From an optimization exercise on the open Yosys and OpenROAD flow, aimed at small area; shortcuts taken in it are not production practice. The RTL was checked by simulation tests, not by an equivalence proof against the original design. No activity file was given, so power comes from the tool's default toggle rates.

<file path="flow/config.mk">
export PLATFORM = sky130hd
export DESIGN_NAME = ALU_DESIGN
export DESIGN_NICKNAME = ALU_DESIGN
export VERILOG_FILES = /design/flow/design.v
export SDC_FILE = /design/flow/constraint.sdc
export NUM_CORES = 4
export LEC_CHECK = 0
export CAP_MARGIN = 0
export CORE_MARGIN = 2
export CORE_UTILIZATION = 60
export GPL_TIMING_DRIVEN = 0
export SETUP_SLACK_MARGIN = 0.1
export SLEW_MARGIN = 0
</file>
<file path="flow/constraint.sdc">
create_clock -name core_clock -period 6.0 [get_ports {CLK}]
set_input_delay 1.2000 -clock core_clock [delete_from_list [all_inputs] [get_ports {CLK}]]
set_output_delay 1.2000 -clock core_clock [all_outputs]
set_load 0.01 [all_outputs]
</file>
<file path="flow/design.v">
module ALU_DESIGN #(parameter DW = 8, CW = 4)(INP_VALID,OPA,OPB,CIN,CLK,RST,CMD,CE,MODE,COUT,OFLOW,RES,G,E,L,ERR);
  input [DW-1:0] OPA,OPB;
  input CLK,RST,CE,MODE,CIN;
  input [CW-1:0] CMD;
  input [1:0] INP_VALID;
  output reg [DW:0] RES;
  output COUT;
  output OFLOW;
  output G;
  output E;
  output L;
  output reg ERR;
  reg [7:0] A, B;
  reg [3:0] C;
  reg VA, VB;
  reg [4:0] W;
  reg [7:0] NT1, NT2;
  wire [7:0] T1 = ~NT1;
  wire [7:0] T2 = ~NT2;
  reg TZ;
  reg [2:0] FL;
  assign COUT = ~FL[2] & ~FL[1] & FL[0];
  assign OFLOW = ~FL[2] & FL[1] & ~FL[0];
  assign G = FL[2] & ~FL[1] & ~FL[0];
  assign E = FL[2] & ~FL[1] & FL[0];
  assign L = FL[2] & FL[1] & ~FL[0];
  always @(posedge CLK) begin
    if (INP_VALID[0]) A <= OPA;
    if (INP_VALID[1]) B <= OPB;
    if (|INP_VALID) C <= CMD;
    VA <= ~RST & (VA | INP_VALID[0]);
    VB <= ~RST & (VB | INP_VALID[1]);
    if (RST | (|INP_VALID)) W <= 5'd0;
    else if ((VA ^ VB) & ~W[4]) W <= W + 5'd1;
  end
  wire both = VA & VB;
  wire live = ~RST & both;
  wire upd = CE & (RST | both);
  wire [15:0] c;
  genvar k;
  generate for (k = 0; k < 16; k = k + 1) begin : dec
    assign c[k] = (C == k);
  end endgenerate
  wire pa = c[0] | c[1] | c[2] | c[3] | c[4] | c[5] | c[8] | c[9];
  wire pt = c[10];
  wire pone = c[6];
  wire qb = c[0] | c[1] | c[2] | c[3] | c[6] | c[7] | c[8];
  wire qt = c[10];
  wire qinv = c[1] | c[3] | c[5] | c[8] | c[10];
  wire ci = c[1] | (c[2] & CIN) | (c[3] & ~CIN) | c[7] | c[9] | c[10];
  wire [7:0] P = ({8{pa}} & A) | ({8{pt}} & T1) | {8{pone}};
  wire [7:0] Q = (({8{qb}} & B) | ({8{qt}} & T2)) ^ {8{qinv}};
  wire [8:0] cc;
  wire [8:0] S;
  assign cc[0] = ci;
  generate for (k = 0; k < 8; k = k + 1) begin : add
    assign S[k] = P[k] ^ Q[k] ^ cc[k];
    assign cc[k+1] = (P[k] & Q[k]) | (cc[k] & (P[k] ^ Q[k]));
  end endgenerate
  assign S[8] = cc[8] ^ (pone | qinv);
  wire F = &S[7:0];
  wire LT = S[8] & ~(~ci & F);
  wire [8:0] M;
  wire mw1;
  assign mw1 = T1[0] & T2[0];
  wire mw2;
  assign mw2 = T1[0] & T2[1];
  wire mw3;
  assign mw3 = T1[0] & T2[2];
  wire mw4;
  assign mw4 = T1[0] & T2[3];
  wire mw5;
  assign mw5 = T1[0] & T2[4];
  wire mw6;
  assign mw6 = T1[0] & T2[5];
  wire mw7;
  assign mw7 = T1[0] & T2[6];
  wire mw8;
  assign mw8 = T1[0] & T2[7];
  wire mw9;
  assign mw9 = T1[1] & T2[0];
  wire mw10;
  assign mw10 = T1[1] & T2[1];
  wire mw11;
  assign mw11 = T1[1] & T2[2];
  wire mw12;
  assign mw12 = T1[1] & T2[3];
  wire mw13;
  assign mw13 = T1[1] & T2[4];
  wire mw14;
  assign mw14 = T1[1] & T2[5];
  wire mw15;
  assign mw15 = T1[1] & T2[6];
  wire mw16;
  assign mw16 = T1[1] & T2[7];
  wire mw17;
  assign mw17 = T1[2] & T2[0];
  wire mw18;
  assign mw18 = T1[2] & T2[1];
  wire mw19;
  assign mw19 = T1[2] & T2[2];
  wire mw20;
  assign mw20 = T1[2] & T2[3];
  wire mw21;
  assign mw21 = T1[2] & T2[4];
  wire mw22;
  assign mw22 = T1[2] & T2[5];
  wire mw23;
  assign mw23 = T1[2] & T2[6];
  wire mw24;
  assign mw24 = T1[3] & T2[0];
  wire mw25;
  assign mw25 = T1[3] & T2[1];
  wire mw26;
  assign mw26 = T1[3] & T2[2];
  wire mw27;
  assign mw27 = T1[3] & T2[3];
  wire mw28;
  assign mw28 = T1[3] & T2[4];
  wire mw29;
  assign mw29 = T1[3] & T2[5];
  wire mw30;
  assign mw30 = T1[4] & T2[0];
  wire mw31;
  assign mw31 = T1[4] & T2[1];
  wire mw32;
  assign mw32 = T1[4] & T2[2];
  wire mw33;
  assign mw33 = T1[4] & T2[3];
  wire mw34;
  assign mw34 = T1[4] & T2[4];
  wire mw35;
  assign mw35 = T1[5] & T2[0];
  wire mw36;
  assign mw36 = T1[5] & T2[1];
  wire mw37;
  assign mw37 = T1[5] & T2[2];
  wire mw38;
  assign mw38 = T1[5] & T2[3];
  wire mw39;
  assign mw39 = T1[6] & T2[0];
  wire mw40;
  assign mw40 = T1[6] & T2[1];
  wire mw41;
  assign mw41 = T1[6] & T2[2];
  wire mw42;
  assign mw42 = T1[7] & T2[0];
  wire mw43;
  assign mw43 = T1[7] & T2[1];
  wire mw44;
  wire mw45;
  assign mw44 = mw2 ^ mw9;
  assign mw45 = mw2 & mw9;
  wire mw46;
  wire mw47;
  assign mw46 = mw10 ^ mw17 ^ mw3;
  assign mw47 = (mw10 & mw17) | (mw10 & mw3) | (mw17 & mw3);
  wire mw48;
  wire mw49;
  assign mw48 = mw45 ^ mw46;
  assign mw49 = mw45 & mw46;
  wire mw50;
  wire mw51;
  assign mw50 = mw11 ^ mw18 ^ mw24;
  assign mw51 = (mw11 & mw18) | (mw11 & mw24) | (mw18 & mw24);
  wire mw52;
  wire mw53;
  assign mw52 = mw4 ^ mw47 ^ mw50;
  assign mw53 = (mw4 & mw47) | (mw4 & mw50) | (mw47 & mw50);
  wire mw54;
  wire mw55;
  assign mw54 = mw49 ^ mw52;
  assign mw55 = mw49 & mw52;
  wire mw56;
  wire mw57;
  assign mw56 = mw12 ^ mw19 ^ mw25;
  assign mw57 = (mw12 & mw19) | (mw12 & mw25) | (mw19 & mw25);
  wire mw58;
  wire mw59;
  assign mw58 = mw30 ^ mw5 ^ mw51;
  assign mw59 = (mw30 & mw5) | (mw30 & mw51) | (mw5 & mw51);
  wire mw60;
  wire mw61;
  assign mw60 = mw56 ^ mw53 ^ mw58;
  assign mw61 = (mw56 & mw53) | (mw56 & mw58) | (mw53 & mw58);
  wire mw62;
  wire mw63;
  assign mw62 = mw55 ^ mw60;
  assign mw63 = mw55 & mw60;
  wire mw64;
  wire mw65;
  assign mw64 = mw13 ^ mw20 ^ mw26;
  assign mw65 = (mw13 & mw20) | (mw13 & mw26) | (mw20 & mw26);
  wire mw66;
  wire mw67;
  assign mw66 = mw31 ^ mw35 ^ mw6;
  assign mw67 = (mw31 & mw35) | (mw31 & mw6) | (mw35 & mw6);
  wire mw68;
  wire mw69;
  assign mw68 = mw57 ^ mw64 ^ mw66;
  assign mw69 = (mw57 & mw64) | (mw57 & mw66) | (mw64 & mw66);
  wire mw70;
  wire mw71;
  assign mw70 = mw59 ^ mw68 ^ mw61;
  assign mw71 = (mw59 & mw68) | (mw59 & mw61) | (mw68 & mw61);
  wire mw72;
  wire mw73;
  assign mw72 = mw63 ^ mw70;
  assign mw73 = mw63 & mw70;
  wire mw74;
  wire mw75;
  assign mw74 = mw14 ^ mw21 ^ mw27;
  assign mw75 = (mw14 & mw21) | (mw14 & mw27) | (mw21 & mw27);
  wire mw76;
  wire mw77;
  assign mw76 = mw32 ^ mw36 ^ mw39;
  assign mw77 = (mw32 & mw36) | (mw32 & mw39) | (mw36 & mw39);
  wire mw78;
  wire mw79;
  assign mw78 = mw7 ^ mw65 ^ mw67;
  assign mw79 = (mw7 & mw65) | (mw7 & mw67) | (mw65 & mw67);
  wire mw80;
  wire mw81;
  assign mw80 = mw74 ^ mw76 ^ mw69;
  assign mw81 = (mw74 & mw76) | (mw74 & mw69) | (mw76 & mw69);
  wire mw82;
  wire mw83;
  assign mw82 = mw78 ^ mw80 ^ mw71;
  assign mw83 = (mw78 & mw80) | (mw78 & mw71) | (mw80 & mw71);
  wire mw84;
  wire mw85;
  assign mw84 = mw73 ^ mw82;
  assign mw85 = mw73 & mw82;
  wire mw86;
  wire mw87;
  assign mw86 = mw15 ^ mw22 ^ mw28;
  assign mw87 = (mw15 & mw22) | (mw15 & mw28) | (mw22 & mw28);
  wire mw88;
  wire mw89;
  assign mw88 = mw33 ^ mw37 ^ mw40;
  assign mw89 = (mw33 & mw37) | (mw33 & mw40) | (mw37 & mw40);
  wire mw90;
  wire mw91;
  assign mw90 = mw42 ^ mw8 ^ mw75;
  assign mw91 = (mw42 & mw8) | (mw42 & mw75) | (mw8 & mw75);
  wire mw92;
  wire mw93;
  assign mw92 = mw77 ^ mw86 ^ mw88;
  assign mw93 = (mw77 & mw86) | (mw77 & mw88) | (mw86 & mw88);
  wire mw94;
  wire mw95;
  assign mw94 = mw79 ^ mw90 ^ mw92;
  assign mw95 = (mw79 & mw90) | (mw79 & mw92) | (mw90 & mw92);
  wire mw96;
  wire mw97;
  assign mw96 = mw81 ^ mw94 ^ mw83;
  assign mw97 = (mw81 & mw94) | (mw81 & mw83) | (mw94 & mw83);
  wire mw98;
  wire mw99;
  assign mw98 = mw85 ^ mw96;
  assign mw99 = mw85 & mw96;
  wire mw100;
  assign mw100 = mw16 ^ mw23;
  wire mw101;
  assign mw101 = mw29 ^ mw34;
  wire mw102;
  assign mw102 = mw38 ^ mw41;
  wire mw103;
  assign mw103 = mw43 ^ mw100;
  wire mw104;
  assign mw104 = mw101 ^ mw102;
  wire mw105;
  assign mw105 = mw103 ^ mw104;
  wire mw106;
  assign mw106 = mw87 ^ mw89;
  wire mw107;
  assign mw107 = mw105 ^ mw106;
  wire mw108;
  assign mw108 = mw107 ^ mw91;
  wire mw109;
  assign mw109 = mw93 ^ mw108;
  wire mw110;
  assign mw110 = mw109 ^ mw95;
  wire mw111;
  assign mw111 = mw110 ^ mw97;
  wire mw112;
  assign mw112 = mw111 ^ mw99;
  assign M[0] = mw1;
  assign M[1] = mw44;
  assign M[2] = mw48;
  assign M[3] = mw54;
  assign M[4] = mw62;
  assign M[5] = mw72;
  assign M[6] = mw84;
  assign M[7] = mw98;
  assign M[8] = mw112;
  wire m1 = live & MODE;
  wire m0 = live & ~MODE;
  wire xa = c[8] | c[9] | c[12] | c[13];
  wire cb = c[10] | c[11];
  wire sh = c[9] | cb;
  wire [3:0] tt;
  assign tt[3] = c[0] | c[5] | xa | cb;
  assign tt[2] = c[1] | c[4] | c[7] | xa;
  assign tt[1] = c[1] | c[4] | c[6] | cb;
  assign tt[0] = c[1] | c[3] | c[5] | c[6] | c[7];
  wire [3:0] t = tt & {4{m0}};
  wire [7:0] Y = ({8{t[3]}} & A & B) | ({8{t[2]}} & A & ~B) | ({8{t[1]}} & ~A & B) | ({8{t[0]}} & ~A & ~B);
  wire [2:0] n = B[2:0];
  wire rr = c[12] | c[13];
  wire r = c[13];
  wire [2:0] amt = {rr & (n[2] ^ (r & (n[1] | n[0]))), rr & (n[1] ^ (r & n[0])), (rr & n[0]) | sh};
  wire [7:0] r1 = amt[0] ? {Y[6:0], Y[7]} : Y;
  wire [7:0] r2 = amt[1] ? {r1[5:0], r1[7:6]} : r1;
  wire [7:0] X = amt[2] ? {r2[3:0], r2[7:4]} : r2;
  wire land = m0 & c[2] & (|A) & (|B);
  wire [7:0] lg = {X[7:1], (X[0] & ~sh) | land};
  wire selS = m1 & (c[0] | c[1] | c[2] | c[3] | c[4] | c[5] | c[6] | c[7] | (c[10] & ~TZ));
  wire selM = m1 & c[9] & ~TZ;
  wire [8:0] res_n = ({9{selS}} & S) | ({9{selM}} & M) | {1'b0, lg};
  wire [2:0] fl_n;
  assign fl_n[2] = m1 & c[8];
  assign fl_n[1] = m1 & (c[1] | c[3] | c[8]) & LT;
  assign fl_n[0] = m1 & (((c[0] | c[2]) & S[8]) | (c[8] & F));
  wire err_n = m0 & c[12] & (|B[7:4]);
  wire late = ~RST & W[4] & ((INP_VALID == 2'b01 & VB) | (INP_VALID == 2'b10 & VA));
  wire tupd = m1 & CE & (c[9] | c[10]);
  always @(posedge CLK) begin
    if (upd) begin
      RES <= res_n;
      FL <= fl_n;
    end
    if (late) ERR <= 1'b1;
    else if (upd) ERR <= err_n;
    if (tupd) begin
      NT1 <= ~(c[9] ? S[7:0] : {A[6:0], 1'b0});
      NT2 <= ~(B + {7'd0, c[9]});
    end
    if (CE & RST) TZ <= 1'b1;
    else if (tupd) TZ <= 1'b0;
  end
endmodule
</file>
<file path="flow/flow/run.sh">
#!/bin/bash
# Own layout flow: the standard flow (standard.sh) with three changes.
#  1. Synthesis is the standard flow's own script (synth_recipe.tcl, so the registers and their names are the
#     standard synthesis's), except that ABC's technology mapping uses flow/area.abc, an
#     area-oriented script, instead of ORFS's delay-oriented one.
#  2. Port buffers are sky130_fd_sc_hd__buf_1 instead of the resizer's default pick.
#  3. CTS uses clkbuf_4 only and inserts no dummy loads.
# Every tool's output goes to logs in this folder (make.log, def.log) and to ORFS's own logs
# under orfs/logs/.
set -euo pipefail
W=$(pwd)
F=$W/flow

cat > "$W/own_synth.tcl" <<EOT
proc abc {args} {
  set i [lsearch -exact \$args -script]
  if {\$i >= 0} { lset args [expr {\$i + 1}] $F/area.abc }
  yosys abc {*}\$args
}
source $W/synth_recipe.tcl
EOT

bash "$W/standard.sh" \
  SYNTH_SCRIPT="$W/own_synth.tcl" \
  BUFFER_PORTS_ARGS="-buffer_cell sky130_fd_sc_hd__buf_1" \
  CTS_ARGS="-sink_clustering_enable -repair_clock_nets -dont_use_dummy_load -buf_list sky130_fd_sc_hd__clkbuf_4" \
  finish > "$W/make.log" 2>&1
</file>
<file path="flow/flow/area.abc">
strash
balance
rewrite
refactor
balance
rewrite
rewrite -z
balance
refactor -z
rewrite -z
balance
dch -f
amap
topo
</file>
<file path="flow/standard.sh">
#!/bin/bash
# synth_recipe.tcl (not shown) runs the flow's synth.tcl, then flattens the netlist and writes it again
# the make line also repeats each setting of config.mk as NAME=value (left out here)
make -C /OpenROAD-flow-scripts/flow DESIGN_CONFIG=/design/flow/config.mk WORK_HOME=/design/flow/orfs CLKGATE_MAP_FILE= SYNTH_SCRIPT=/design/flow/synth_recipe.tcl "${@:-finish}"
</file>
==> results of run 1 <==
[cells by family (layout without fill, tap and decap cells)]
logic type               after synthesis  in the layout  share of synthesized area
flip-flops                            57             57                     0.3921
AND/OR/NAND/NOR                      153            153                     0.1573
AO/OA/AOI/OAI                        130            130                     0.2112
adder cells (fa/ha/maj)               40             40                     0.1737
buffers and inverters                 70            134                    0.06354
XOR/XNOR                               1              1                   0.002118
[cells in the mapped netlist, types with 2 or more instances]
cell                       instances
sky130_fd_sc_hd__a22oi_1           7
sky130_fd_sc_hd__ha_1             11
sky130_fd_sc_hd__o31ai_1           5
sky130_fd_sc_hd__a31oi_1           8
sky130_fd_sc_hd__nor2_1           76
sky130_fd_sc_hd__nor2b_1           2
sky130_fd_sc_hd__nor4_1            3
sky130_fd_sc_hd__or2_0             9
sky130_fd_sc_hd__nand2_1          35
sky130_fd_sc_hd__o22ai_1          29
sky130_fd_sc_hd__dfxtp_1           9
sky130_fd_sc_hd__a221oi_1          6
sky130_fd_sc_hd__clkinv_1         70
sky130_fd_sc_hd__nor3_1           18
sky130_fd_sc_hd__edfxtp_1         48
sky130_fd_sc_hd__o221ai_1         15
sky130_fd_sc_hd__a21oi_1          30
sky130_fd_sc_hd__o311ai_0          2
sky130_fd_sc_hd__o22a_1            5
sky130_fd_sc_hd__fa_1             29
sky130_fd_sc_hd__o21ai_0          12
sky130_fd_sc_hd__nand3_1           5
sky130_fd_sc_hd__o32ai_1           3
sky130_fd_sc_hd__nand4_1           4
[power by group]
| group | internal (uW) | switching [uW] | total (uW) | leakage, uW |
|---|---|---|---|---|
| clock network | 69.4 | 119 | 188 | 0.0000414 |
| registers | 454 | 18.8 | 473 | 0.000532 |
| logic | 120 | 178 | 299 | 0.000997 |
| total | 644 | 316 | 960 | 0.00157 |
[layer usage]
| layer | global-route usage | up-vias |
|---|---|---|
| li1 | - | 1777 |
| met2 | 0.4747 | 222 |
| met4 | 0.1193 | 0 |
| met5 | 0 | - |
| met1 | 0.3990 | 1770 |
| met3 | 0.07393 | 28 |
[state kept, by name (all words and copies together) (netlist names)]
signal / count
A: 8
B: 8
C: 4
ERR: 1
FL: 3
NT1: 8
NT2: 8
RES: 9
TZ: 1
VA: 1
VB: 1
W: 5
[layout make-up]
type	instances	area, um2	area share
Tap cell	80	100.1	0.02137
Timing Repair Buffer	55	260.3	0.05556
Inverter	70	272.8	0.05823
Sequential cell	57	1622	0.3462
Clock buffer	9	67.56	0.01442
Multi-Input combinational cell	324	2362	0.5043
[repair_timing]
| action | in CTS | in global routing |
|---|---|---|
| setup buffers | 11 | 1 |
| hold buffers | 0 | 0 |
| pin swaps | 3 | 3 |
| setup endpoints to repair | 5 | 2 |
| gates resized for setup | 24 | 9 |
[worst max path at each step]
stage | slack, ps | from | endpoint | cells past startpoint
floorplan | 130 | C[3]$_DFFE_PP_ | FL[1]$_DFFE_PP_ | 19
global placement | -460 | C[3]$_DFFE_PP_ | FL[1]$_DFFE_PP_ | 19
detailed placement | -450 | C[3]$_DFFE_PP_ | FL[1]$_DFFE_PP_ | 19
CTS | 120 | C[1]$_DFFE_PP_ | FL[1]$_DFFE_PP_ | 19
global route | 130 | C[1]$_DFFE_PP_ | FL[1]$_DFFE_PP_ | 19
finish | 300 | C[2]$_DFFE_PP_ | FL[1]$_DFFE_PP_ | 19
[worst max-delay path, delay by kind of cell (launching register included)]
family	cells	cell delay, ps
adder cells (fa/ha/maj)	8	3540
AND/OR/NAND/NOR	7	910
flip-flops	1	470
buffers and inverters	2	320
AO/OA/AOI/OAI	2	190
[stage by stage]
step	hold slack, ps	setup slack [ps]
floorplan	430.3	129.1
global placement	447.6	-459.1
detailed placement	448.4	-451.5
CTS	458.7	117.6
global route	491.4	134.6
finish	457.4	295.4
==> flow_summary.ini, run 1 <==
[final_layout]
final_common_cell = sky130_fd_sc_hd__nor2_1
fin_area_um2 = 4684
n_fill_cell = 566
layout_common_cells = sky130_fd_sc_hd__nor2_1, sky130_fd_sc_hd__clkinv_1, sky130_fd_sc_hd__edfxtp_1, sky130_fd_sc_hd__buf_1, sky130_fd_sc_hd__nand2_1
drive_gt1_frac = 0.09903
utilization = 0.6972
insertedDiodeCount = 0
post_layout_nonfiller_instances = 595
finish.net_count = 584
syn2layout_area_growth_pct = 13.28

[sta]
finalHoldViolCount = 0
setup_repair_after_global_routing_missed_its_margin = no
max_slew.worst_pin.slew_ps = 1118
setup_viol_count_final = 0
fin_worst_skew_ps = 23.14
number_of_max_slew_violations_in_the_final_report = 0
setup_tns_ps = 0
max_freq_ghz = 0.1753
final_critical_path_time_including_i_o_delays_and_setup_ps = 5705
layout_worst_path_cycle_share = 0.9508
maxSlewHeadroom = 0.2430

[floorplan]
num_io_pins = 42
dieWidth_um = 87.02
std_cell_rows = 30
initial_utilization = 0.6155
die_height_um = 87.02
core_um2 = 6719
dieArea_um2 = 7572

[clock_network]
tritoncts = yes
maximum_count_of_clock_buffers_along_a_single_path = 2
cts_buffers = 9
clock-sinks = 57
clock_latency_ps = 400
path_clk_slew_ps = 90
cts.root.buffer_cell = sky130_fd_sc_hd__clkbuf_4
htree_levels = 3

[drt]
detail_route.vias_per_cell = 6.382
firstDrtPassIters = 6
wire_per_inst_um = 17.83
met2RoutedLength_um = 5044
route.layer.met1.wl_um = 4238
dr_drc_count = 0
via_count = 3797
final_antenna_net_count = 0
met3RoutedLength_um = 1018
drc_violation_total_after_the_first_tritonroute_iteration = 387
totalWireLength_um = 10610
routed.top_layer = met4

[placed_design]
finalWeightedCongestion = 0.9902
io_buffers = 41
dp.final_hpwl_um = 7972
detailed_place.area_um2 = 4419
dp.cells = 574

[worst_hold_path]
holdPathEnd = W[4]$_SDFFE_PP0P_
min_path_cells = 2
hold_path.startpoint = W[4]$_SDFFE_PP0P_
hold_path_class = reg2reg

[setup_path]
timing.reg2reg.setup_slack_ps = 300
worst-endpoint-arrival_ps = 5850
critPathRequiredTime_ps = 6140
crit_path_max_incr_delay_ps = 600
crit_path_end_kind = flop
worst_r2r_endpoint = FL[1]$_DFFE_PP_
r2r-start = C[2]$_DFFE_PP_
crit_path_start_kind = flop
r2r_cells = 19
critPathMaxFanout = 4
path_class = reg2reg
critical_path.most_common_cell = sky130_fd_sc_hd__fa_2
cpMaxStageDelayCell = sky130_fd_sc_hd__fa_2
crit_path_cell_trace = buf_4 > nor2_4 > clkinv_1 > nor2_4 > nor2_1 > o21ai_4 > a21oi_1 > fa_1 > fa_2 > fa_2 > fa_2 > fa_1 > fa_2 > fa_2 > fa_2 > nand4_1 > or2_0 > nor2_1 > nor4_1

[grt]
overflow = 0
antenna_found_initial = 0
maximum_number_of_pins_on_one_net_before_global_route_repair = 17
first_global_vias = 3553
grt_pass1_wl_um = 17110
grtUsageTotal = 0.3003

[pwr]
report.power.total_uw = 959.6
total_leakage_power_uw = 0.001570
ir_worst_vdd_mv = 0.1486
pd_cells_nw_per_um2 = 204.9

[logic_synthesis]
synth.ff_latch_count = 57
syn-num-nets = 518
synthTopCellsByArea = sky130_fd_sc_hd__edfxtp_1, sky130_fd_sc_hd__fa_1, sky130_fd_sc_hd__nor2_1
synthesis.area_um2 = 4135
synthArstFlopShare = 0
number_of_enable_flip_flop_cells_after_synthesis = 48
yosysSeqAreaShare = 0.3921
synthCells = 451
ys_dominant_reg_cell = sky130_fd_sc_hd__edfxtp_1
yosysWarnings = 1
yosysTopAreaCell = sky130_fd_sc_hd__edfxtp_1
synth_largest_type_area_fraction = 0.3486
synth.avg_cell_area_um2 = 9.169
yosys.cell_types.count = 34

[flow_run]
cap_violations = 0

[status]
run_status = timing/DRC/antenna clean
==> run 2: changes to the inputs <==
--- a/flow/config.mk
+++ b/flow/config.mk
@@ -7,7 +7,7 @@
 export LEC_CHECK = 0
 export CAP_MARGIN = 0
 export CORE_MARGIN = 2
-export CORE_UTILIZATION = 60
+export CORE_UTILIZATION = 50
 export GPL_TIMING_DRIVEN = 0
 export SETUP_SLACK_MARGIN = 0.1
 export SLEW_MARGIN = 0
==> run 2 against run 1 <==
Critical path depth stayed put; still clean; clock skew is 8.6 ps higher; clock-buffer cell count stayed put; critical path type unchanged; combinational power hardly changed; synthesized cell count stayed put; clock power is 3% higher; worst setup slack better by 39 ps; power is 0.62% higher.
==> flow_summary.ini, run 2 <==
[logic_synthesis]
synthArstFlopShare = 0
number_of_enable_flip_flop_cells_after_synthesis = 48
synth.ff_latch_count = 57
synthCells = 451
syn-num-nets = 518
synth.avg_cell_area_um2 = 9.169
yosysSeqAreaShare = 0.3921
synthTopCellsByArea = sky130_fd_sc_hd__edfxtp_1, sky130_fd_sc_hd__fa_1, sky130_fd_sc_hd__nor2_1
ys_dominant_reg_cell = sky130_fd_sc_hd__edfxtp_1
synth_largest_type_area_fraction = 0.3486
yosysTopAreaCell = sky130_fd_sc_hd__edfxtp_1
yosys-top-cells-count = sky130_fd_sc_hd__nor2_1, sky130_fd_sc_hd__clkinv_1, sky130_fd_sc_hd__edfxtp_1
yosysWarnings = 1
yosys.cell_types.count = 34
synthesis.area_um2 = 4135
yosys.cell_count.top_type = sky130_fd_sc_hd__nor2_1

[sta]
finalHoldViolCount = 0
setup_repair_after_global_routing_missed_its_margin = no
max_slew.worst_pin.slew_ps = 1116
layout_worst_path_cycle_share = 0.9443
final_critical_path_time_including_i_o_delays_and_setup_ps = 5666
maxSlewHeadroom = 0.2496
number_of_max_slew_violations_in_the_final_report = 0
max_freq_ghz = 0.1765
setup_viol_count_final = 0
finalWorstSetupSlack_ps = 334.2
fin_worst_skew_ps = 31.70

[grt]
overflow = 0
antenna_found_initial = 0
grtUsageTotal = 0.2622
first_global_vias = 3466
grt_pass1_wl_um = 17650
maximum_number_of_pins_on_one_net_before_global_route_repair = 17

[setup_path]
crit_path_cell_trace = buf_4 > nor2_4 > clkinv_1 > nor2_4 > nor2_1 > o21ai_4 > a21oi_1 > fa_2 > fa_1 > fa_2 > fa_2 > fa_2 > fa_1 > fa_2 > fa_2 > nand4_1 > or2_1 > nor2_1 > nor4_1
path_class = reg2reg
critical_path.most_common_cell = sky130_fd_sc_hd__fa_2
critPathRequiredTime_ps = 6130
crit_path_end_kind = flop
cpMaxStageDelayCell = sky130_fd_sc_hd__fa_2
critPathMaxFanout = 4
crit_path_start_kind = flop
worst-endpoint-arrival_ps = 5800
crit_path_max_incr_delay_ps = 590

[final_layout]
largest_register_ff_count = 9
final_common_cell = sky130_fd_sc_hd__nor2_1
post_layout_nonfiller_instances = 620
insertedDiodeCount = 0
layout_common_cells = sky130_fd_sc_hd__nor2_1, sky130_fd_sc_hd__clkinv_1, sky130_fd_sc_hd__edfxtp_1, sky130_fd_sc_hd__buf_1, sky130_fd_sc_hd__nand2_1
drive_gt1_frac = 0.09126
finish.net_count = 584
registers.top_by_ff_count = RES
syn2layout_area_growth_pct = 13.62
utilization = 0.5776

[clock_network]
cts_buffers = 9
cts.root.buffer_cell = sky130_fd_sc_hd__clkbuf_4
path_clk_slew_ps = 100
tritoncts = yes
clock_latency_ps = 390
maximum_count_of_clock_buffers_along_a_single_path = 2
cts_hold_buf = 0
clock-sinks = 57
htree_levels = 3

[flow_run]
cap_violations = 0

[worst_hold_path]
hold_path_class = reg2reg

[floorplan]
die_height_um = 94.94
dieArea_um2 = 9014
num_io_pins = 42
core_um2 = 8134
std_cell_rows = 33
dieWidth_um = 94.94
initial_utilization = 0.5084

[status]
run_status = timing/DRC/antenna clean

[placed_design]
dp.final_hpwl_um = 8446
dp.cells = 600
dpl_worst_slack_ps = -540.5
finalWeightedCongestion = 0.9071
io_buffers = 41

[pwr]
total_leakage_power_uw = 0.001559
ir_worst_vdd_mv = 0.1566
pd_cells_nw_per_um2 = 205.5

[drt]
totalWireLength_um = 11280
final_antenna_net_count = 0
detail_route.vias_per_cell = 5.974
dr_drc_count = 0
via_count = 3704
drc_violation_total_after_the_first_tritonroute_iteration = 284
wire_per_inst_um = 18.19
firstDrtPassIters = 5
-- run 2: cell counts after synthesis --
Identical to the previous run, type by type.
-- run 2: logic make-up (layout without fill, tap and decap cells) --
family,Yosys count,after routing,synth area share
AND/OR/NAND/NOR,153,153,0.1573
XOR/XNOR,1,1,0.002118
adder cells (fa/ha/maj),40,40,0.1737
buffers and inverters,70,134,0.06354
AO/OA/AOI/OAI,130,130,0.2112
flip-flops,57,57,0.3921
-- run 2: report_power, final --
part	internal (uW)	switching, uW	leakage, uW	total [uW]
Clock	69.6	123	0.0000414	193
Combinational	120	179	0.000986	300
Sequential	454	18.7	0.000532	473
-- run 2: worst paths after layout --
path	startpoint	endpoint	slack, ps	cells past startpoint
worst min-delay path	W[3]$_SDFFE_PP0P_	W[3]$_SDFFE_PP0P_	460	2
worst max register to register	C[2]$_DFFE_PP_	FL[1]$_DFFE_PP_	330	19
worst min register to register	W[3]$_SDFFE_PP0P_	W[3]$_SDFFE_PP0P_	460	2
worst max-delay path	C[2]$_DFFE_PP_	FL[1]$_DFFE_PP_	330	19
-- run 2: cell type report --
class | count | area, um2
Multi-Input combinational cell | 324 | 2352
Clock buffer | 9 | 67.56
Timing Repair Buffer | 55 | 257.7
Fill cell | 753 | 3436
Inverter | 70 | 267.8
Sequential cell | 57 | 1622
Tap cell | 105 | 131.4
-- run 2: routing by layer --
metal / GRT usage / up-vias / part of all wire
met3: 0.05427 / 22 / 0.073
met1: 0.3546 / 1734 / 0.43
met2: 0.4208 / 165 / 0.47
met5: 0 / - / 0
met4: 0.08937 / 0 / 0.022
li1: - / 1783 / -
-- run 2: worst max-delay path, delay by kind of cell (launching register included) --
| family | cells | cell delay [ps] |
|---|---|---|
| buffers and inverters | 2 | 320 |
| AND/OR/NAND/NOR | 7 | 830 |
| adder cells (fa/ha/maj) | 8 | 3540 |
| flip-flops | 1 | 470 |
| AO/OA/AOI/OAI | 2 | 230 |
-- run 2: timing repair --
item / 4_1_cts / 5_1_grt
resized for setup: 20 / 9
setup buffers: 10 / 1
setup endpoints to repair: 6 / 3
gates cloned: 0 / 0
pin swaps: 3 / 2
-- run 2: through the flow --
stage               hold slack, ps  cell area [um2]  total power, uW  TNS, ps
finish                       463.8             4698            965.6        0
global route                 486.7             4698             1018        0
CTS                          468.0             4666            948.6        0
detailed placement           452.4             4456            736.0    -1615
global placement             450.3             4429            731.1    -1958
floorplan                    430.3             4144            656.7        0
==> run 3: changes to the inputs <==
--- a/flow/design.v
+++ b/flow/design.v
@@ -14,6 +14,7 @@
   reg [3:0] C;
   reg VA, VB;
   reg [4:0] W;
+  wire WS = (W == 5'b10111);
   reg [7:0] NT1, NT2;
   wire [7:0] T1 = ~NT1;
   wire [7:0] T2 = ~NT2;
@@ -31,7 +32,7 @@
     VA <= ~RST & (VA | INP_VALID[0]);
     VB <= ~RST & (VB | INP_VALID[1]);
     if (RST | (|INP_VALID)) W <= 5'd0;
-    else if ((VA ^ VB) & ~W[4]) W <= W + 5'd1;
+    else if ((VA ^ VB) & ~WS) W <= {W[3:0], ~(W[4] ^ W[2])};
   end
   wire both = VA & VB;
   wire live = ~RST & both;
@@ -323,7 +324,7 @@
   assign fl_n[1] = m1 & (c[1] | c[3] | c[8]) & LT;
   assign fl_n[0] = m1 & (((c[0] | c[2]) & S[8]) | (c[8] & F));
   wire err_n = m0 & c[12] & (|B[7:4]);
-  wire late = ~RST & W[4] & ((INP_VALID == 2'b01 & VB) | (INP_VALID == 2'b10 & VA));
+  wire late = ~RST & WS & ((INP_VALID == 2'b01 & VB) | (INP_VALID == 2'b10 & VA));
   wire tupd = m1 & CE & (c[9] | c[10]);
   always @(posedge CLK) begin
     if (upd) begin
==> flow/flow/run.sh (replaced) <==
#!/bin/bash
# Own layout flow: the standard flow (standard.sh) with these changes.
#  1. Synthesis is the standard flow's own script (synth_recipe.tcl), so the registers and their names are
#     the standard synthesis's, except that
#     - Yosys's synth runs with -noabc as well as -nofsm -noshare: its quick generic ABC
#       pass is skipped, so the full and half adders that ORFS extracts afterwards keep the
#       polarity written in the RTL (fewer inverters between adder cells);
#     - ABC's technology mapping uses flow/area.abc, an area-oriented script, instead of
#       ORFS's delay-oriented one.
#  2. Port buffers are sky130_fd_sc_hd__buf_1 instead of the resizer's default pick.
#  3. CTS uses clkbuf_4 only and inserts no dummy loads.
# Every tool's output goes to logs in this folder (make.log) and to ORFS's own logs under
# orfs/logs/.
set -euo pipefail
W=$(pwd)
F=$W/flow

grep -q '^proc synth {args} { yosys synth -nofsm -noshare {\*}$args }$' "$W/synth_recipe.tcl"
sed 's/^proc synth {args} { yosys synth -nofsm -noshare {\*}$args }$/proc synth {args} { yosys synth -nofsm -noshare -noabc {*}$args }/' \
  "$W/synth_recipe.tcl" > "$W/own_synth_recipe.tcl"
grep -q -- '-noabc' "$W/own_synth_recipe.tcl"

cat > "$W/own_synth.tcl" <<EOT
proc abc {args} {
  set i [lsearch -exact \$args -script]
  if {\$i >= 0} { lset args [expr {\$i + 1}] $F/area.abc }
  yosys abc {*}\$args
}
source $W/own_synth_recipe.tcl
EOT

bash "$W/standard.sh" \
  SYNTH_SCRIPT="$W/own_synth.tcl" \
  BUFFER_PORTS_ARGS="-buffer_cell sky130_fd_sc_hd__buf_1" \
  CTS_ARGS="-sink_clustering_enable -repair_clock_nets -dont_use_dummy_load -buf_list sky130_fd_sc_hd__clkbuf_4" \
  finish > "$W/make.log" 2>&1
==> run 3 against run 2 <==
Critical path depth is 4 lower; worst hold slack better by 34 ps; via count down 1.1%; synthesized area is 2.5% lower; routed wire length decreased by 3.4%; clock-buffer cell count is the same; power is 1.7% lower; critical path type unchanged; highest routed layer unchanged.
==> flow_summary.ini, run 3 <==
[final_layout]
final_common_cell = sky130_fd_sc_hd__nor2_1
utilization = 0.5793
drive_gt1_frac = 0.05123
largest_register_ff_count = 9
layout_common_cells = sky130_fd_sc_hd__nor2_1, sky130_fd_sc_hd__edfxtp_1, sky130_fd_sc_hd__clkinv_1, sky130_fd_sc_hd__buf_1, sky130_fd_sc_hd__o22ai_1
n_fill_cell = 719
fin_area_um2 = 4499
registers.top_by_ff_count = RES
syn2layout_area_growth_pct = 11.54
finish.net_count = 556
insertedDiodeCount = 0
post_layout_nonfiller_instances = 590

[grt]
grt_pass1_wl_um = 17230
overflow = 0
maximum_number_of_pins_on_one_net_before_global_route_repair = 18
first_global_vias = 3438
grtUsageTotal = 0.2588
antenna_found_initial = 0

[pwr]
clock_power_share = 0.197
share_seq_of_total_power = 0.502
sw_frac_of_total = 0.3298
pd_cells_nw_per_um2 = 211.0
combinationalPowerShare = 0.301
total_leakage_power_uw = 0.001558
ir_worst_vdd_mv = 0.1301
p_int_uw = 636.2
power.switching_uw = 313.1

[logic_synthesis]
yosys-top-cells-count = sky130_fd_sc_hd__nor2_1, sky130_fd_sc_hd__edfxtp_1, sky130_fd_sc_hd__clkinv_1
yosysWarnings = 1
yosys.cell_types.count = 30
synthTopCellsByArea = sky130_fd_sc_hd__edfxtp_1, sky130_fd_sc_hd__fa_1, sky130_fd_sc_hd__nor2_1
synthArstFlopShare = 0
number_of_enable_flip_flop_cells_after_synthesis = 48
yosys.cell_count.top_type = sky130_fd_sc_hd__nor2_1
synth_largest_type_area_fraction = 0.3573
synthesis.area_um2 = 4034
ys_dominant_reg_cell = sky130_fd_sc_hd__edfxtp_1
synth.avg_cell_area_um2 = 9.425
synthCells = 428
yosysTopAreaCell = sky130_fd_sc_hd__edfxtp_1
yosysSeqAreaShare = 0.4020
syn-num-nets = 494
synth.ff_latch_count = 57

[floorplan]
dieWidth_um = 93.82
num_io_pins = 42
die_height_um = 93.82
initial_utilization = 0.5193
dieArea_um2 = 8802
std_cell_rows = 32
core_um2 = 7767

[drt]
drc_violation_total_after_the_first_tritonroute_iteration = 285
firstDrtPassIters = 5
totalWireLength_um = 10900
dr_drc_count = 0
route.layer.met1.wl_um = 4778
via_count = 3663
met2RoutedLength_um = 5108
final_antenna_net_count = 0
met3RoutedLength_um = 820
wire_per_inst_um = 18.47
routed.top_layer = met4
detail_route.vias_per_cell = 6.208

[placed_design]
detailed_place.area_um2 = 4328
dp.cells = 572
dpl_worst_slack_ps = -558.9
finalWeightedCongestion = 0.9380
dp.final_hpwl_um = 8201
io_buffers = 41

[sta]
final_critical_path_time_including_i_o_delays_and_setup_ps = 5625
finalHoldViolCount = 0
setup_viol_count_final = 0
number_of_max_slew_violations_in_the_final_report = 0
layout_worst_path_cycle_share = 0.9374
finalWorstSetupSlack_ps = 375.3
max_slew.worst_pin.slew_ps = 1143
fin_worst_skew_ps = 35.12
maxSlewHeadroom = 0.2300
setup_repair_after_global_routing_missed_its_margin = no
max_freq_ghz = 0.1778

[setup_path]
crit_path_start_kind = flop
critPathMaxFanout = 8
setup.worst_path.start = C[0]$_DFFE_PP_
worst-endpoint-arrival_ps = 5730
path_class = reg2reg
critPathRequiredTime_ps = 6100
r2r_cells = 15
crit_path_end_kind = flop
r2r-start = C[0]$_DFFE_PP_

[status]
run_status = timing/DRC/antenna clean

[clock_network]
path_clk_slew_ps = 100
cts_buffers = 9
htree_levels = 3
maximum_count_of_clock_buffers_along_a_single_path = 2
clock_latency_ps = 400
tritoncts = yes
cts_hold_buf = 0
clock-sinks = 57
cts.root.buffer_cell = sky130_fd_sc_hd__clkbuf_4

[flow_run]
cap_violations = 0

[worst_hold_path]
hold_path_class = reg2reg
hold_path.startpoint = TZ$_SDFFE_PP1P_
min_path_cells = 2
==> run 3: cell count changes after synthesis, sizes merged, moves of 7 or more <==
cell	change
nand2	-16
nor2	+20
nand3	+7
clkinv	-25
o21ai	+7
==> run 3: worst paths after layout <==
kind	slack, ps	to
max reg2reg	380	RES[7]$_DFFE_PP_
min reg2reg	500	TZ$_SDFFE_PP1P_
max	380	RES[7]$_DFFE_PP_
min	500	TZ$_SDFFE_PP1P_
==> run 3: critical path: stages, from the launching register on <==
cell                       delay [ps]
sky130_fd_sc_hd__edfxtp_1         510
sky130_fd_sc_hd__clkinv_1         290
sky130_fd_sc_hd__nor2_1           340
sky130_fd_sc_hd__nor4_4           100
sky130_fd_sc_hd__o22ai_1          200
sky130_fd_sc_hd__a21oi_1          120
sky130_fd_sc_hd__fa_1             430
sky130_fd_sc_hd__fa_1             390
sky130_fd_sc_hd__fa_1             390
sky130_fd_sc_hd__fa_1             410
sky130_fd_sc_hd__fa_1             410
sky130_fd_sc_hd__fa_1             410
sky130_fd_sc_hd__fa_1             410
sky130_fd_sc_hd__fa_1             500
sky130_fd_sc_hd__a22oi_1          220
sky130_fd_sc_hd__o221ai_1         170
==> run 3: repair_timing <==
| action | in CTS | in global routing |
|---|---|---|
| endpoints found under the hold margin | 0 | 0 |
| gates cloned | 0 | 0 |
| resized for setup | 2 | 5 |
| endpoints found under the setup margin | 7 | 5 |
| setup buffers | 1 | 7 |
| pin swaps | 1 | 0 |
==> run 3: per-layer routing <==
metal  track usage  up-vias
met1        0.3449     1713
li1              -     1735
met4       0.07005        0
met5             0        -
met3       0.05377       19
met2        0.4304      196
==> run 3: power groups by stage <==
stage | clock network (uW) | registers [uW] | logic, uW
finish | 187 | 477 | 286
global route | 210 | 479 | 315
CTS | 192 | 478 | 268
detailed placement | 0 | 486 | 262
global placement | 0 | 486 | 262
floorplan | 0 | 483 | 185
==> run 3: kinds of logic (layout without fill, tap and decap cells) <==
kind of cell | count (synthesis) | after routing | share of synthesized area
and+or+nand+nor | 154 | 154 | 0.1588
AOI/OAI and AO/OA | 133 | 133 | 0.2224
DFF | 57 | 57 | 0.4020
buffers and inverters | 45 | 105 | 0.04187
adders and majority gates | 39 | 39 | 0.1749
==> run 3: area by class of cell <==
cell class | instances | area (um2) | share of cell area
sequential | 57 | 1622 | 0.3604
tap | 102 | 127.6 | 0.02836
timing repair buffer | 51 | 229.0 | 0.05089
clock buffer | 9 | 67.56 | 0.01502
inverter | 45 | 176.4 | 0.03921
multi-input combinational | 326 | 2277 | 0.5061
==> run 3: per-stage QoR <==
| step | total power (uW) | setup TNS [ps] | hold slack (ps) |
|---|---|---|---|
| 2_1_floorplan | 668.7 | 0 | 448.7 |
| 3_3_place_gp | 747.9 | -2114 | 483.4 |
| 3_5_place_dp | 748.6 | -2328 | 483.4 |
| 4_1_cts | 937.9 | 0 | 496.8 |
| 5_1_grt | 1005 | 0 | 525.5 |
| 6_report | 949.3 | 0 | 497.6 |
==> run 4: changes to the inputs <==
--- a/flow/flow/area.abc
+++ b/flow/flow/area.abc
@@ -1,3 +1,14 @@
+strash
+balance
+rewrite
+refactor
+balance
+rewrite
+rewrite -z
+balance
+refactor -z
+rewrite -z
+balance
 strash
 balance
 rewrite
--- a/flow/config.mk
+++ b/flow/config.mk
@@ -9,5 +9,5 @@
 export CORE_MARGIN = 2
 export CORE_UTILIZATION = 50
 export GPL_TIMING_DRIVEN = 0
-export SETUP_SLACK_MARGIN = 0.1
+export SETUP_SLACK_MARGIN = 0.0
 export SLEW_MARGIN = 0
==> run 4 against run 3 <==
Largest cell class unchanged; die area down 0.45%; first-iteration DRC count up 9.8%; critical path type unchanged; highest routed layer unchanged; via count down 2.6%; clock skew down 2.1 ps.
==> flow_summary.ini, run 4 <==
[clock_network]
clock-sinks = 57
cts.root.buffer_cell = sky130_fd_sc_hd__clkbuf_4
maximum_count_of_clock_buffers_along_a_single_path = 2
path_clk_slew_ps = 100
htree_levels = 3
cts_buffers = 9
tritoncts = yes
clock_latency_ps = 410

[placed_design]
io_buffers = 41
finalWeightedCongestion = 0.9372
dp.final_hpwl_um = 8078
dp.cells = 574

[worst_hold_path]
hold_path_class = reg2reg

[setup_path]
crit_path_cell_trace = clkinvlp_4 > nand2_1 > nor2_1 > a21oi_1 > nand3_1 > fa_1 > fa_1 > fa_1 > fa_1 > fa_1 > fa_1 > fa_1 > fa_1 > nand2_1 > or3_1 > nor2_1 > nor3_1
critPathRequiredTime_ps = 6150
worst-endpoint-arrival_ps = 5970
timing.critical_path.max_delay_family = adder cells
cpMaxStageDelayCell = sky130_fd_sc_hd__fa_1
critPathMaxFanout = 7
crit_path_start_kind = flop
worst-path-buf-inv = 1
crit_path_end_kind = flop
critical_path.most_common_cell = sky130_fd_sc_hd__fa_1
path_class = reg2reg
crit_path_max_incr_delay_ps = 560

[final_layout]
layout_common_cells = sky130_fd_sc_hd__nor2_1, sky130_fd_sc_hd__edfxtp_1, sky130_fd_sc_hd__o22ai_1, sky130_fd_sc_hd__buf_1, sky130_fd_sc_hd__clkinv_1
post_layout_nonfiller_instances = 588
syn2layout_area_growth_pct = 11.62
final_common_cell = sky130_fd_sc_hd__nor2_1
insertedDiodeCount = 0
largest_register_ff_count = 9
registers.top_by_ff_count = RES
finish.net_count = 554
drive_gt1_frac = 0.05761

[pwr]
total_leakage_power_uw = 0.001536
ir_worst_vdd_mv = 0.1303
pd_cells_nw_per_um2 = 208.2
report.power.total_uw = 933.1

[sta]
fin_worst_skew_ps = 32.98
maxSlewHeadroom = 0.2448
layout_worst_path_cycle_share = 0.9692
setup_tns_ps = 0
final_critical_path_time_including_i_o_delays_and_setup_ps = 5815
finalHoldViolCount = 0
max_slew.worst_pin.slew_ps = 1121
max_freq_ghz = 0.1720
setup_viol_count_final = 0
number_of_max_slew_violations_in_the_final_report = 0
setup_repair_after_global_routing_missed_its_margin = no

[grt]
grt_pass1_wl_um = 17810
grtUsageTotal = 0.2665
overflow = 0
antenna_found_initial = 0
maximum_number_of_pins_on_one_net_before_global_route_repair = 18
first_global_vias = 3500

[logic_synthesis]
syn-num-nets = 496
yosysSeqAreaShare = 0.4039
yosys.cell_count.top_type = sky130_fd_sc_hd__nor2_1
synthesis.area_um2 = 4015
yosys.cell_types.count = 29
yosysTopAreaCell = sky130_fd_sc_hd__edfxtp_1
synthCells = 430
synthArstFlopShare = 0
yosys-top-cells-count = sky130_fd_sc_hd__nor2_1, sky130_fd_sc_hd__edfxtp_1, sky130_fd_sc_hd__clkinv_1
yosysWarnings = 1
synth.ff_latch_count = 57
number_of_enable_flip_flop_cells_after_synthesis = 48
ys_dominant_reg_cell = sky130_fd_sc_hd__edfxtp_1
synth.avg_cell_area_um2 = 9.337
synthTopCellsByArea = sky130_fd_sc_hd__edfxtp_1, sky130_fd_sc_hd__fa_1, sky130_fd_sc_hd__nor2_1
synth_largest_type_area_fraction = 0.3590

[floorplan]
initial_utilization = 0.5169
dieArea_um2 = 8763
core_um2 = 7767
dieWidth_um = 93.61
std_cell_rows = 32
num_io_pins = 42
die_height_um = 93.61

[drt]
via_count = 3569
detail_route.vias_per_cell = 6.070
firstDrtPassIters = 5
wire_per_inst_um = 18.38
final_antenna_net_count = 0
totalWireLength_um = 10810
drc_violation_total_after_the_first_tritonroute_iteration = 313
dr_drc_count = 0

[flow_run]
cap_violations = 0

[status]
run_status = timing/DRC/antenna clean
run 4: metal layers:
metal / GRT usage / vias up / part of all wire
li1: - / 1732 / -
met1: 0.3727 / 1671 / 0.44
met2: 0.4311 / 150 / 0.48
met3: 0.03868 / 16 / 0.067
met4: 0.08454 / 0 / 0.016
met5: 0 / - / 0
run 4: cells by family after synthesis:
group | synth area share
adders and majority gates | 0.1758
and+or+nand+nor | 0.1567
AOI/OAI and AO/OA | 0.2225
DFF | 0.4039
buffers and inverters | 0.04113
run 4: path summary, 6_finish.rpt:
kind / slack (ps) / endpoint / from / cells after the start
worst min register to register: 510 / TZ$_SDFFE_PP1P_ / TZ$_SDFFE_PP1P_ / 2
worst max register to register: 180 / FL[1]$_DFFE_PP_ / C[3]$_DFFE_PP_ / 17
worst min-delay path: 510 / TZ$_SDFFE_PP1P_ / TZ$_SDFFE_PP1P_ / 2
worst max-delay path: 180 / FL[1]$_DFFE_PP_ / C[3]$_DFFE_PP_ / 17
run 4: layout make-up:
class                   instances  area (um2)
fillers                       752        3286
inverters                      44       175.2
repair buffers                 46       198.9
well taps                     102       127.6
clock buffers                   9       67.56
multi-input cells             329        2286
flip-flops and latches         57        1622
repair inverters                1       5.005
run 4: tightest hold or removal path: stages (launching register included):
cell and delay [ps]:
sky130_fd_sc_hd__dfxtp_1 350, sky130_fd_sc_hd__clkinv_1 50, sky130_fd_sc_hd__o22ai_1 60
run 4: power breakdown:
group	internal [uW]	switching, uW
Sequential	456	22.5
Combinational	99.0	164
Clock	69.3	122
run 4: timing repair:
| item | CTS | global route |
|---|---|---|
| endpoints found under the setup margin | 2 | 2 |
| hold buffers | 0 | 0 |
| cloned | 0 | 1 |
| pin swaps | 0 | 1 |
| setup buffers | 0 | 4 |
| gates resized for setup | 5 | 13 |
run 4: metrics by stage:
stage | cell area, um2 | hold WS [ps] | utilization | setup WS (ps)
4_1_cts | 4395 | 502.6 | 0.5659 | 33.89
2_1_floorplan | 4015 | 449.0 | - | 396.1
5_1_grt | 4482 | 544.8 | 0.5770 | 33.21
3_3_place_gp | 4297 | 484.0 | 0.5532 | -175.5
3_5_place_dp | 4317 | 485.4 | 0.5557 | -305.0
6_report | 4482 | 505.0 | 0.5770 | 184.7
==> run 5: changes to the inputs <==
==> flow/flow/area.abc (replaced) <==
strash
balance
rewrite
refactor
balance
rewrite
rewrite -z
balance
refactor -z
rewrite -z
balance
dch -f
amap
topo
==> run 5 against run 4 <==
Die area rose by 0.45%; synthesized cell count fell by 0.47%; power rose by 1.3%; routed wire length rose by 0.77%; non-clock buffer count did not move; via count rose by 2.4%; worst hold slack got worse by 6.9 ps; clock-buffer cell count did not move; fmax rose by 0.55%; critical endpoint is now RES[7]$_DFFE_PP_; sequential power barely moved.
==> flow_summary.ini, run 5 <==
[final_layout]
insertedDiodeCount = 0
layout_common_cells = sky130_fd_sc_hd__nor2_1, sky130_fd_sc_hd__edfxtp_1, sky130_fd_sc_hd__clkinv_1, sky130_fd_sc_hd__buf_1, sky130_fd_sc_hd__o22ai_1
multi_input_area_um2 = 2268
n_fill_cell = 724
final_common_cell = sky130_fd_sc_hd__nor2_1
register_area_um2 = 1622
finish.net_count = 551
post_layout_nonfiller_instances = 585
drive_gt1_frac = 0.03934
registers.top_by_ff_count = RES
syn2layout_area_growth_pct = 10.30
largest_register_ff_count = 9
utilization = 0.5728

[logic_synthesis]
yosys.cell_count.top_type = sky130_fd_sc_hd__nor2_1
yosys.cell_types.count = 30
yosys-top-cells-count = sky130_fd_sc_hd__nor2_1, sky130_fd_sc_hd__edfxtp_1, sky130_fd_sc_hd__clkinv_1
synthTopCellsByArea = sky130_fd_sc_hd__edfxtp_1, sky130_fd_sc_hd__fa_1, sky130_fd_sc_hd__nor2_1
synthesis.area_um2 = 4034
yosysTopAreaCell = sky130_fd_sc_hd__edfxtp_1
number_of_enable_flip_flop_cells_after_synthesis = 48
synthArstFlopShare = 0
synth_largest_type_area_fraction = 0.3573
synth.avg_cell_area_um2 = 9.425
synth.ff_latch_count = 57
ys_dominant_reg_cell = sky130_fd_sc_hd__edfxtp_1
yosysSeqAreaShare = 0.4020
syn-num-nets = 494
yosysWarnings = 1
synthCells = 428

[floorplan]
dieWidth_um = 93.82
initial_utilization = 0.5193
die_height_um = 93.82
dieArea_um2 = 8802
num_io_pins = 42
std_cell_rows = 32
core_um2 = 7767

[clock_network]
htree_levels = 3
maximum_count_of_clock_buffers_along_a_single_path = 2
cts_buffers = 9
cts_hold_buf = 0
tritoncts = yes
clock_latency_ps = 400
path_clk_slew_ps = 100
cts.root.buffer_cell = sky130_fd_sc_hd__clkbuf_4
clock-sinks = 57

[sta]
finalHoldViolCount = 0
finalWorstSetupSlack_ps = 216.5
number_of_max_slew_violations_in_the_final_report = 0
layout_worst_path_cycle_share = 0.9639
maxSlewHeadroom = 0.2380
max_slew.worst_pin.slew_ps = 1131
whs_ps = 498.2
setup_tns_ps = 0
setup_repair_after_global_routing_missed_its_margin = no
fin_worst_skew_ps = 39.10
final_critical_path_time_including_i_o_delays_and_setup_ps = 5784
setup_viol_count_final = 0
max_freq_ghz = 0.1729

[placed_design]
dp.final_hpwl_um = 8201
dpl_worst_slack_ps = -558.9
io_buffers = 41
dp.cells = 572
finalWeightedCongestion = 0.9380

[pwr]
ir_worst_vdd_mv = 0.1302
pd_cells_nw_per_um2 = 212.5
total_leakage_power_uw = 0.001533

[setup_path]
crit_path_start_kind = flop
path_class = reg2reg
crit_path_end_kind = flop
critPathMaxFanout = 17
critPathRequiredTime_ps = 6100
worst-endpoint-arrival_ps = 5890

[drt]
via_count = 3653
dr_drc_count = 0
drc_violation_total_after_the_first_tritonroute_iteration = 356
detail_route.vias_per_cell = 6.244
totalWireLength_um = 10890
wire_per_inst_um = 18.62
final_antenna_net_count = 0
firstDrtPassIters = 5

[grt]
overflow = 0
grtUsageTotal = 0.2588
grt_pass1_wl_um = 17210
first_global_vias = 3439
maximum_number_of_pins_on_one_net_before_global_route_repair = 18
antenna_found_initial = 0

[status]
run_status = timing/DRC/antenna clean

[worst_hold_path]
hold_path_class = reg2reg

[flow_run]
cap_violations = 0
==> run 5: path summary, 6_finish.rpt <==
kind / slack (ps) / endpoint / depth (start not counted) / start
hold reg to reg: 500 / TZ$_SDFFE_PP1P_ / 2 / TZ$_SDFFE_PP1P_
setup reg to reg: 220 / RES[7]$_DFFE_PP_ / 16 / C[2]$_DFFE_PP_
hold / removal: 500 / TZ$_SDFFE_PP1P_ / 2 / TZ$_SDFFE_PP1P_
setup / recovery: 220 / RES[7]$_DFFE_PP_ / 16 / C[2]$_DFFE_PP_
==> run 5: worst max-delay path: stages (launching register included) <==
cell	delay (ps)
sky130_fd_sc_hd__edfxtp_1	440
sky130_fd_sc_hd__clkinv_1	160
sky130_fd_sc_hd__nand3_1	120
sky130_fd_sc_hd__nor2_1	240
sky130_fd_sc_hd__clkinvlp_4	350
sky130_fd_sc_hd__o22ai_1	270
sky130_fd_sc_hd__a21oi_1	130
sky130_fd_sc_hd__fa_1	440
sky130_fd_sc_hd__fa_1	400
sky130_fd_sc_hd__fa_1	390
sky130_fd_sc_hd__fa_1	410
sky130_fd_sc_hd__fa_1	410
sky130_fd_sc_hd__fa_1	410
sky130_fd_sc_hd__fa_1	420
sky130_fd_sc_hd__fa_1	500
sky130_fd_sc_hd__a22oi_1	220
sky130_fd_sc_hd__o221ai_1	170
==> run 5: per-stage QoR <==
step | cell area, um2 | power, uW
floorplan | 4034 | 668.7
global placement | 4315 | 747.9
detailed placement | 4328 | 748.6
CTS | 4410 | 936.1
global route | 4449 | 997.9
finish | 4449 | 945.5
==> run 5: cell families (layout without fill, tap and decap cells) <==
family	after synthesis	in the layout	share of synthesized area
buf+inv	45	100	0.04187
simple gates	154	154	0.1588
fa+ha+maj	39	39	0.1749
compound gates	133	133	0.2224
flops	57	57	0.4020
==> run 5: routing by layer <==
layer  global-route usage  vias to the layer above  share of wire
met2               0.4304                      231           0.47
met4              0.07005                        0          0.018
met1               0.3449                     1675           0.43
li1                     -                     1725              -
met3              0.05377                       22          0.087
met5                    0                        -              0
==> run 5: layout make-up <==
type	count	area share
timing repair buffer	46	0.04303
sequential	57	0.3645
inverter	45	0.03881
clock buffer	9	0.01519
tap	102	0.02868
multi-input combinational	326	0.5098
==> run 5: power breakdown <==
part | total (uW) | leakage [uW] | switching [uW] | internal, uW
registers | 477 | 0.000533 | 20.0 | 457
logic | 281 | 0.000959 | 175 | 106
clock network | 188 | 0.0000414 | 118 | 69.3
total | 945 | 0.00153 | 313 | 632
==> run 5: what timing repair did <==
item,in CTS,in global routing
setup endpoints to repair,6,5
pin swaps,0,1
gates resized for setup,2,3
setup buffers,0,3
==> run 6: changes to the inputs <==
--- a/flow/config.mk
+++ b/flow/config.mk
@@ -7,7 +7,7 @@
 export LEC_CHECK = 0
 export CAP_MARGIN = 0
 export CORE_MARGIN = 2
-export CORE_UTILIZATION = 50
+export CORE_UTILIZATION = 60
 export GPL_TIMING_DRIVEN = 0
 export SETUP_SLACK_MARGIN = 0.0
 export SLEW_MARGIN = 0
==> run 6 against run 5 <==
Die area decreased by 16%; clock-buffer cell count unchanged; flip-flop and latch count unchanged; critical path type unchanged; still clean; non-clock buffer count decreased by 2; worst hold slack improved by 0.95 ps; highest routed layer unchanged; cell count decreased by 4.6%; sequential power about the same; critical endpoint is now FL[1]$_DFFE_PP_.
==> flow_summary.ini, run 6 <==
[status]
run_status = timing/DRC/antenna clean

[pwr]
power.switching_uw = 313.5
p_int_uw = 629.9
pd_cells_nw_per_um2 = 214.3
sw_frac_of_total = 0.3323
ir_worst_vdd_mv = 0.1612
combinationalPowerShare = 0.294
report.power.total_uw = 943.4
clock_power_share = 0.200
total_leakage_power_uw = 0.001523
share_seq_of_total_power = 0.506

[drt]
detail_route.vias_per_cell = 6.638
dr_drc_count = 0
drc_violation_total_after_the_first_tritonroute_iteration = 483
via_count = 3704
totalWireLength_um = 10430
final_antenna_net_count = 0
wire_per_inst_um = 18.69
firstDrtPassIters = 5

[logic_synthesis]
synthTopCellsByArea = sky130_fd_sc_hd__edfxtp_1, sky130_fd_sc_hd__fa_1, sky130_fd_sc_hd__nor2_1
synth_compound_area_frac = 0.2224
yosys.cell_count.top_type = sky130_fd_sc_hd__nor2_1
yosysWarnings = 1
yosys-top-cells-count = sky130_fd_sc_hd__nor2_1, sky130_fd_sc_hd__edfxtp_1, sky130_fd_sc_hd__clkinv_1
yosysTopAreaCell = sky130_fd_sc_hd__edfxtp_1
synth_largest_type_area_fraction = 0.3573
main_combinational_cell_family_by_area_after_synthesis = compound AO/OA/AOI/OAI gates
synth.avg_cell_area_um2 = 9.425
synthesis.area_um2 = 4034
syn-num-nets = 494
ys_dominant_reg_cell = sky130_fd_sc_hd__edfxtp_1
synthArstFlopShare = 0
synth-simple-area-share = 0.1588
synthCells = 428
yosys.cell_types.count = 30
yosysSeqAreaShare = 0.4020
synth.ff_latch_count = 57
synth-xor-area-share = 0
yosys.area_share.adder = 0.1749
mux_contribution_to_synthesized_area = 0
number_of_enable_flip_flop_cells_after_synthesis = 48

[floorplan]
initial_utilization = 0.6281
core_um2 = 6422
num_io_pins = 42
die_height_um = 86.00
std_cell_rows = 29
dieWidth_um = 86.00
dieArea_um2 = 7395

[sta]
max_freq_ghz = 0.1711
setup_tns_ps = 0
setup_viol_count_final = 0
max_slew.worst_pin.slew_ps = 1190
layout_worst_path_cycle_share = 0.9743
maxSlewHeadroom = 0.1982
number_of_max_slew_violations_in_the_final_report = 0
finalHoldViolCount = 0
final_critical_path_time_including_i_o_delays_and_setup_ps = 5846
fin_worst_skew_ps = 21.01

[clock_network]
cts.root.buffer_cell = sky130_fd_sc_hd__clkbuf_4
htree_levels = 3
cts_hold_buf = 0
tritoncts = yes
maximum_count_of_clock_buffers_along_a_single_path = 2
cts_buffers = 9
path_clk_slew_ps = 90
clock-sinks = 57
clock_latency_ps = 400

[grt]
antenna_found_initial = 0
first_global_vias = 3374
overflow = 0
grt_pass1_wl_um = 16360
grtUsageTotal = 0.2919
maximum_number_of_pins_on_one_net_before_global_route_repair = 18

[final_layout]
largest_register_ff_count = 9
finish.net_count = 549
layout_common_cells = sky130_fd_sc_hd__nor2_1, sky130_fd_sc_hd__edfxtp_1, sky130_fd_sc_hd__clkinv_1, sky130_fd_sc_hd__buf_1, sky130_fd_sc_hd__o22ai_1
utilization = 0.6854
syn2layout_area_growth_pct = 9.119
registers.top_by_ff_count = RES
fin_area_um2 = 4402
drive_gt1_frac = 0.03326
final_common_cell = sky130_fd_sc_hd__nor2_1
insertedDiodeCount = 0

[setup_path]
cpMaxStageDelayCell = sky130_fd_sc_hd__edfxtp_1
critPathMaxFanout = 17
path_class = reg2reg
worst-path-buf-inv = 1
crit_path_end_kind = flop
crit_path_max_incr_delay_ps = 570
crit_path_cell_trace = nand3_1 > nor2_1 > clkinvlp_4 > o22ai_1 > a21oi_1 > fa_1 > fa_1 > fa_1 > fa_1 > fa_1 > fa_1 > fa_1 > fa_1 > nand3_1 > nor2_1 > nor4_1
crit_path_start_kind = flop
worst-endpoint-arrival_ps = 6020
critPathRequiredTime_ps = 6170
timing.critical_path.max_delay_family = adder cells
critical_path.most_common_cell = sky130_fd_sc_hd__fa_1

[worst_hold_path]
hold_path_class = reg2reg

[placed_design]
io_buffers = 41
detailed_place.area_um2 = 4300
finalWeightedCongestion = 0.9549
dp.final_hpwl_um = 7803

[flow_run]
cap_violations = 0
run 6: cell types whose count changed in the layout (fill, tap and decap cells not counted), sizes merged:
cell  before  now
buf       46   44
run 6: area by class of cell:
cell class | count | area [um2]
Multi-Input combinational cell | 326 | 2263
Fill cell | 527 | 2021
Sequential cell | 57 | 1622
Timing Repair Buffer | 44 | 180.2
Inverter | 45 | 172.7
Tap cell | 77 | 96.34
Clock buffer | 9 | 67.56
run 6: final timing paths:
path	from	endpoint	slack, ps	depth (start not counted)
hold reg to reg	VA$_DFF_P_	VA$_DFF_P_	500	2
setup reg to reg	C[3]$_DFFE_PP_	FL[1]$_DFFE_PP_	150	16
hold / removal	VA$_DFF_P_	VA$_DFF_P_	500	2
setup / recovery	C[3]$_DFFE_PP_	FL[1]$_DFFE_PP_	150	16
run 6: cell families (layout without fill, tap and decap cells):
| kind of cell | after synthesis | in the layout |
|---|---|---|
| buffers and inverters | 45 | 98 |
| and+or+nand+nor | 154 | 154 |
| adders and majority gates | 39 | 39 |
| DFF | 57 | 57 |
| AOI/OAI and AO/OA | 133 | 133 |
run 6: worst reg2reg max path: stages (launching register included):
cell and delay, ps:
sky130_fd_sc_hd__edfxtp_1 570, sky130_fd_sc_hd__nand3_1 170, sky130_fd_sc_hd__nor2_1 250, sky130_fd_sc_hd__clkinvlp_4 360, sky130_fd_sc_hd__o22ai_1 260, sky130_fd_sc_hd__a21oi_1 140, sky130_fd_sc_hd__fa_1 430, sky130_fd_sc_hd__fa_1 410
sky130_fd_sc_hd__fa_1 410, sky130_fd_sc_hd__fa_1 390, sky130_fd_sc_hd__fa_1 400, sky130_fd_sc_hd__fa_1 390, sky130_fd_sc_hd__fa_1 400, sky130_fd_sc_hd__fa_1 520, sky130_fd_sc_hd__nand3_1 160, sky130_fd_sc_hd__nor2_1 60
sky130_fd_sc_hd__nor4_1 320
run 6: timing repair:
action	4_1_cts	5_1_grt
resized for setup	2	2
buffers inserted	0	1
setup endpoints to repair	6	4
pin swaps	0	1
run 6: power by group through the flow:
stage / clock (uW) / combinational [uW] / sequential (uW)
after floorplan: 0 / 185 / 483
after global placement: 0 / 255 / 486
after detailed placement: 0 / 260 / 486
after CTS: 190 / 265 / 477
after global routing: 203 / 302 / 480
final: 189 / 277 / 477
run 6: metal layers:
metal | share of wire | vias to the layer above | wire length (um) | GRT usage
li1 | - | 1720 | - | -
met4 | 0.030 | 0 | 314 | 0.1342
met5 | 0 | - | 0 | 0
met2 | 0.46 | 254 | 4816 | 0.4531
met1 | 0.40 | 1702 | 4206 | 0.3890
met3 | 0.10 | 28 | 1092 | 0.07026
run 6: through the flow:
step / cells / worst slack [ps] / hold slack [ps]
after detailed placement: 547 / -540.3 / 487.9
after global routing: 558 / -19.45 / 538.6
final: 558 / 153.9 / 499.1
after floorplan: 428 / 378.5 / 448.7
after CTS: 556 / 28.78 / 510.8
after global placement: 546 / -403.2 / 481.7

[afterwards: timing with drivers on the ports]
How much do the figures lean on ideal ports? The routed layouts below were timed once more, with nothing changed but the port constraints.
Step 1 (the two cells are an assumption about what drives the block):
set clk [get_ports {CLK}]
set_driving_cell -lib_cell sky130_fd_sc_hd__clkbuf_16 $clk
set_driving_cell -lib_cell sky130_fd_sc_hd__buf_2 [delete_from_list [all_inputs] $clk]
Step 2 adds t to the input delays and takes it off the output delays; t is the mean of the earliest and latest rising clock arrival at the registers after step 1. Input paths then give back, and output paths get back, about the clock's delay inside the block.
a / b / c = no drivers / after step 1 / after step 2; a / b = the first two.
run | shift t [ns] | slack for setup (ns) | worst setup path after step 2 | slew at the worst register clock pin (ns)
run 1 | 0.416 | 0.295 / 0.295 / -0.018 | input to register | 0.09 / 0.09
run 2 | 0.408 | 0.334 / 0.334 / 0.040 | input to register | 0.10 / 0.10
run 3 | 0.413 | 0.375 / 0.375 / 0.258 | input to register | 0.10 / 0.10
run 4 | 0.422 | 0.185 / 0.185 / -0.032 | input to register | 0.10 / 0.10
run 5 | 0.414 | 0.216 / 0.216 / 0.216 | register to register | 0.10 / 0.10
run 6 | 0.417 | 0.154 / 0.154 / 0.154 | register to register | 0.09 / 0.09
Met with ideal ports but missed after step 2: setup timing in run 1 and run 4. The setup slack of run 1, which loses most, moves by 0.000 ns with the drivers and by -0.313 ns with both steps.
